Source: an optimization exercise on an open RTL-to-GDS flow (aim: small area). Production flows keep margins and buffers that such runs may drop.
At most, simulation tests tie the RTL to the original design; equivalence was not proved.
Power and IR drop assume default switching activity.

## uart_ctrl
module uart_ctrl #(
  parameter int unsigned UartDataWidth  = 8,
  parameter int unsigned BusDataWidth   = 32,
  parameter int unsigned FifoDepth      = 16,
  parameter int unsigned ClockFrequency = 50_000_000,
  parameter int unsigned OverSampleRate = 16
) (
  input  logic                    clk_i,
  input  logic                    rst_i,
  input  logic                    rxd_i,
  input  logic                    bus_wr_en_i,
  input  logic [BusDataWidth-1:0] bus_addr_i,
  input  logic [BusDataWidth-1:0] bus_wdata_i,
  output logic                    txd_o,
  output logic [BusDataWidth-1:0] bus_rdata_o
);
==> module baud_gen, before the edit <==
module baud_gen #(
  parameter  int unsigned ClockFrequency   = 50_000_000,
  parameter  int unsigned OverSampleRate   = 16,
  localparam int unsigned Baud1900Divsor   = ClockFrequency / (BAUD_1900_RATE   * OverSampleRate),
  localparam int unsigned Baud19200Divsor  = ClockFrequency / (BAUD_19200_RATE  * OverSampleRate),
  localparam int unsigned Baud57600Divsor  = ClockFrequency / (BAUD_57600_RATE  * OverSampleRate),
  localparam int unsigned Baud115200Divsor = ClockFrequency / (BAUD_115200_RATE * OverSampleRate),
  localparam int unsigned W                = $clog2(Baud1900Divsor)
) (
  input  logic       clk_i,
  input  logic       rst_i,
  input  logic       busy_i,
  input  logic [1:0] baud_sel_i,
  output logic       baud_clk_o
);
  localparam logic [10:0] Seed = 11'h001;
  function automatic logic [10:0] lfsr_after(input int unsigned n);
    logic [10:0] s;
    s = Seed;
    for (int unsigned i = 0; i < n; i++) s = {s[9:0], s[10] ^ s[8]};
    lfsr_after = s;
  endfunction
  localparam logic [10:0] L0 = lfsr_after(Baud1900Divsor   - 1);
  localparam logic [10:0] L1 = lfsr_after(Baud19200Divsor  - 1);
  localparam logic [10:0] L2 = lfsr_after(Baud57600Divsor  - 1);
  localparam logic [10:0] L3 = lfsr_after(Baud115200Divsor - 1);
  logic [1:0]  sel_q;
  logic [10:0] count_q;
  logic        adopt, hit;
  always_comb begin
    case (sel_q)
      2'd0:    hit = (count_q == L0);
      2'd1:    hit = (count_q == L1);
      2'd2:    hit = (count_q == L2);
      default: hit = (count_q == L3);
    endcase
  end
  assign adopt      = (baud_sel_i != sel_q) && !busy_i;
  assign baud_clk_o = hit && !adopt;
  always_ff @(posedge clk_i or posedge rst_i) begin
    if (rst_i) begin
      count_q <= Seed;
      sel_q   <= 2'd0;
    end else begin
      count_q <= (adopt || hit) ? Seed : {count_q[9:0], count_q[10] ^ count_q[8]};
      if (!busy_i) sel_q <= baud_sel_i;
    end
  end
endmodule
==> module uart_rx, before the edit <==
module uart_rx (
  input  logic       clk_i,
  input  logic       rst_i,
  input  logic       baud_clk_i,
  input  logic       rxd_i,
  output logic       valid_o,
  output logic       busy_o,
  output logic [7:0] data_o
);
  logic rxd_r, rxd;
  always_ff @(posedge clk_i) begin
    rxd_r <= rxd_i;
    rxd   <= rxd_r;
  end
  logic       act_q;     
  logic       start_q;   
  logic [3:0] tick_q;
  logic [8:0] sb_q;      
  logic end_bit;
  assign end_bit = start_q ? (tick_q[2:0] == 3'd7) : (tick_q == 4'd15);
  assign busy_o  = act_q;
  assign data_o  = sb_q[8:1];
  assign valid_o = baud_clk_i && act_q && !start_q && sb_q[0] && end_bit && rxd;
  always_ff @(posedge clk_i or posedge rst_i) begin
    if (rst_i) begin
      act_q   <= 1'b0;
      start_q <= 1'b0;
      tick_q  <= '0;
    end else if (baud_clk_i) begin
      if (!act_q) begin
        if (!rxd) begin
          act_q   <= 1'b1;
          start_q <= 1'b1;
        end
      end else begin
        tick_q <= {tick_q[3] ^ (&tick_q[2:0]) & !start_q, tick_q[2:0] + 3'd1};
        if (end_bit) begin
          start_q <= 1'b0;
          if (start_q) act_q <= !rxd;
          else if (sb_q[0]) act_q <= 1'b0;
        end
      end
    end
  end
  always_ff @(posedge clk_i) begin
    if (baud_clk_i && act_q && end_bit) begin
      if (start_q) sb_q <= 9'h100;
      else if (!sb_q[0]) sb_q <= {rxd, sb_q[8:1]};
    end
  end
endmodule
export LEC_CHECK = 0
export CAP_MARGIN = 20
export CORE_MARGIN = 2
export CORE_UTILIZATION = 40
export SLEW_MARGIN = 20
create_clock -name core_clock -period 20.0 [get_ports {clk_i}]
standard.sh (not shown) runs the stock make flow with config.mk's settings and CLKGATE_MAP_FILE= SYNTH_SCRIPT=/design/flow/synth_recipe.tcl, a recipe that flattens the netlist after the stock synthesis.
==> flow/flow/run.sh <==
#!/bin/bash
# Layout flow: the standard ORFS flow (standard.sh) with these changes:
#  - synthesis: the standard flow's own synthesis script (synth_recipe.tcl, unchanged) but
#    ABC maps with its default liberty script (no ORFS speed script, so no
#    buffering/upsizing at synthesis) and no separate adder extraction;
#    registers are mapped exactly as in the standard synthesis;
#  - one tie cell drives all constant outputs (no tie fan-out repair);
#  - port buffers are buf_1 cells;
#  - after placement repair, a power-recovery pass of repair_timing downsizes
#    cells on paths with slack (flow/recover.tcl);
#  - clock tree synthesis without dummy loads, clkbuf_4 clusters of up to 10
#    sinks.
# Each step's full output goes to the ORFS logs under orfs/logs/; make's own
# output goes to flow_make.log in the work folder.
set -euo pipefail
W=$(pwd)
cat > "$W/flow_synth.tcl" <<EOT
proc abc {args} {
  set keep {}
  set skip 0
  foreach a \$args {
    if {\$skip} { set skip 0; continue }
    if {\$a eq "-script" || \$a eq "-constr"} { set skip 1; continue }
    lappend keep \$a
  }
  yosys abc {*}\$keep
}
source $W/synth_recipe.tcl
EOT
CTS="-sink_clustering_enable -repair_clock_nets -dont_use_dummy_load -sink_clustering_size 10 -sink_clustering_max_diameter 40 -buf_list sky130_fd_sc_hd__clkbuf_4"
bash "$W/standard.sh" \
  "SYNTH_SCRIPT=$W/flow_synth.tcl" \
  "ADDER_MAP_FILE=" \
  "SKIP_REPAIR_TIE_FANOUT=1" \
  "CTS_ARGS=$CTS" \
  "BUFFER_PORTS_ARGS=-buffer_cell sky130_fd_sc_hd__buf_1" \
  "POST_RESIZE_TCL=$W/flow/recover.tcl" \
  finish > "$W/flow_make.log" 2>&1
==> flow/flow/recover.tcl <==
puts "AREA before recover: [rsz::design_area]"
repair_timing -recover_power 100 -verbose
puts "AREA after recover: [rsz::design_area]"
The starting point passed the timing, DRC and antenna checks.
Rerun with:
--- a/flow/design.v
+++ b/flow/design.v
@@ -14,42 +14,37 @@
   input  logic       clk_i,
   input  logic       rst_i,
   input  logic       busy_i,
   input  logic [1:0] baud_sel_i,
   output logic       baud_clk_o
 );
-  localparam logic [10:0] Seed = 11'h001;
-  function automatic logic [10:0] lfsr_after(input int unsigned n);
-    logic [10:0] s;
-    s = Seed;
-    for (int unsigned i = 0; i < n; i++) s = {s[9:0], s[10] ^ s[8]};
-    lfsr_after = s;
-  endfunction
-  localparam logic [10:0] L0 = lfsr_after(Baud1900Divsor   - 1);
-  localparam logic [10:0] L1 = lfsr_after(Baud19200Divsor  - 1);
-  localparam logic [10:0] L2 = lfsr_after(Baud57600Divsor  - 1);
-  localparam logic [10:0] L3 = lfsr_after(Baud115200Divsor - 1);
-  logic [1:0]  sel_q;
-  logic [10:0] count_q;
-  logic        adopt, hit;
+  localparam logic [W-1:0] L0 = W'(Baud1900Divsor   - 1);
+  localparam logic [W-1:0] L1 = W'(Baud19200Divsor  - 1);
+  localparam logic [W-1:0] L2 = W'(Baud57600Divsor  - 1);
+  localparam logic [W-1:0] L3 = W'(Baud115200Divsor - 1);
+  logic [1:0]   sel_q;
+  logic [W-1:0] count_q;
+  logic [W-1:0] lim;
+  logic         adopt, hit;
   always_comb begin
     case (sel_q)
-      2'd0:    hit = (count_q == L0);
-      2'd1:    hit = (count_q == L1);
-      2'd2:    hit = (count_q == L2);
-      default: hit = (count_q == L3);
+      2'd0:    lim = L0;
+      2'd1:    lim = L1;
+      2'd2:    lim = L2;
+      default: lim = L3;
     endcase
   end
   assign adopt      = (baud_sel_i != sel_q) && !busy_i;
+  assign hit        = ((count_q & lim) == lim);
   assign baud_clk_o = hit && !adopt;
   always_ff @(posedge clk_i or posedge rst_i) begin
     if (rst_i) begin
-      count_q <= Seed;
+      count_q <= '0;
       sel_q   <= 2'd0;
     end else begin
-      count_q <= (adopt || hit) ? Seed : {count_q[9:0], count_q[10] ^ count_q[8]};
+      count_q <= (adopt || hit) ? '0 : count_q + W'(1);
       if (!busy_i) sel_q <= baud_sel_i;
     end
   end
 endmodule
 module rx_fifo (
   input  logic       clk_i,
@@ -105,15 +100,20 @@
   input  logic       rxd_i,
   output logic       valid_o,
   output logic       busy_o,
   output logic [7:0] data_o
 );
   logic rxd_r, rxd;
-  always_ff @(posedge clk_i) begin
-    rxd_r <= rxd_i;
-    rxd   <= rxd_r;
+  always_ff @(posedge clk_i or posedge rst_i) begin
+    if (rst_i) begin
+      rxd_r <= 1'b1;
+      rxd   <= 1'b1;
+    end else begin
+      rxd_r <= rxd_i;
+      rxd   <= rxd_r;
+    end
   end
   logic       act_q;     
   logic       start_q;   
   logic [3:0] tick_q;
   logic [8:0] sb_q;      
   logic end_bit;
=> Final area climbs by 1.8%; final cell count increases by 1.1%; area after synthesis increases by 0.98%; worst setup slack gets worse by 0.091 ns; total power decreases by 2.1%; global-route usage is higher by 0.26 points; die area grows by 0.95%; sequential cell count does not change; routed wire length came out higher by 2.6%; synthesized cell count grows by 0.32%; clock-buffer cell count does not change; combinational power is lower by 8.1%; worst hold slack gets worse by 0.0090 ns.
Function not checked in the second run of this note: the RTL went through the layout flow alone.

separate check: timing with driven ports:
No port has a modelled driver above. Below, the same layouts with a new extraction and two added sets of constraints. Step 1 assumes that a clkbuf_16 drives the clock port and a buf_2 every other input. Step 2 times the ports against the registers' clock, not the clock port: input delays grow and output delays shrink by t, the midpoint of the rising clock arrivals with the driver on. a / b / c = no drivers / after step 1 / after step 2; a / b = the first two.
| run | t, ns | slack for setup (ns) | latest minus earliest clock arrival (ns) |
|---|---|---|---|
| the first run | 0.661 | 10.540 / 10.499 / 10.499 | 0.111 / 0.111 |
| the second run | 0.677 | 10.449 / 10.413 / 10.413 | 0.143 / 0.143 |
After both steps every run listed still meets setup and hold. For the first run, which loses most, drivers alone change the setup slack by -0.041 ns; drivers and shift together by -0.041 ns.
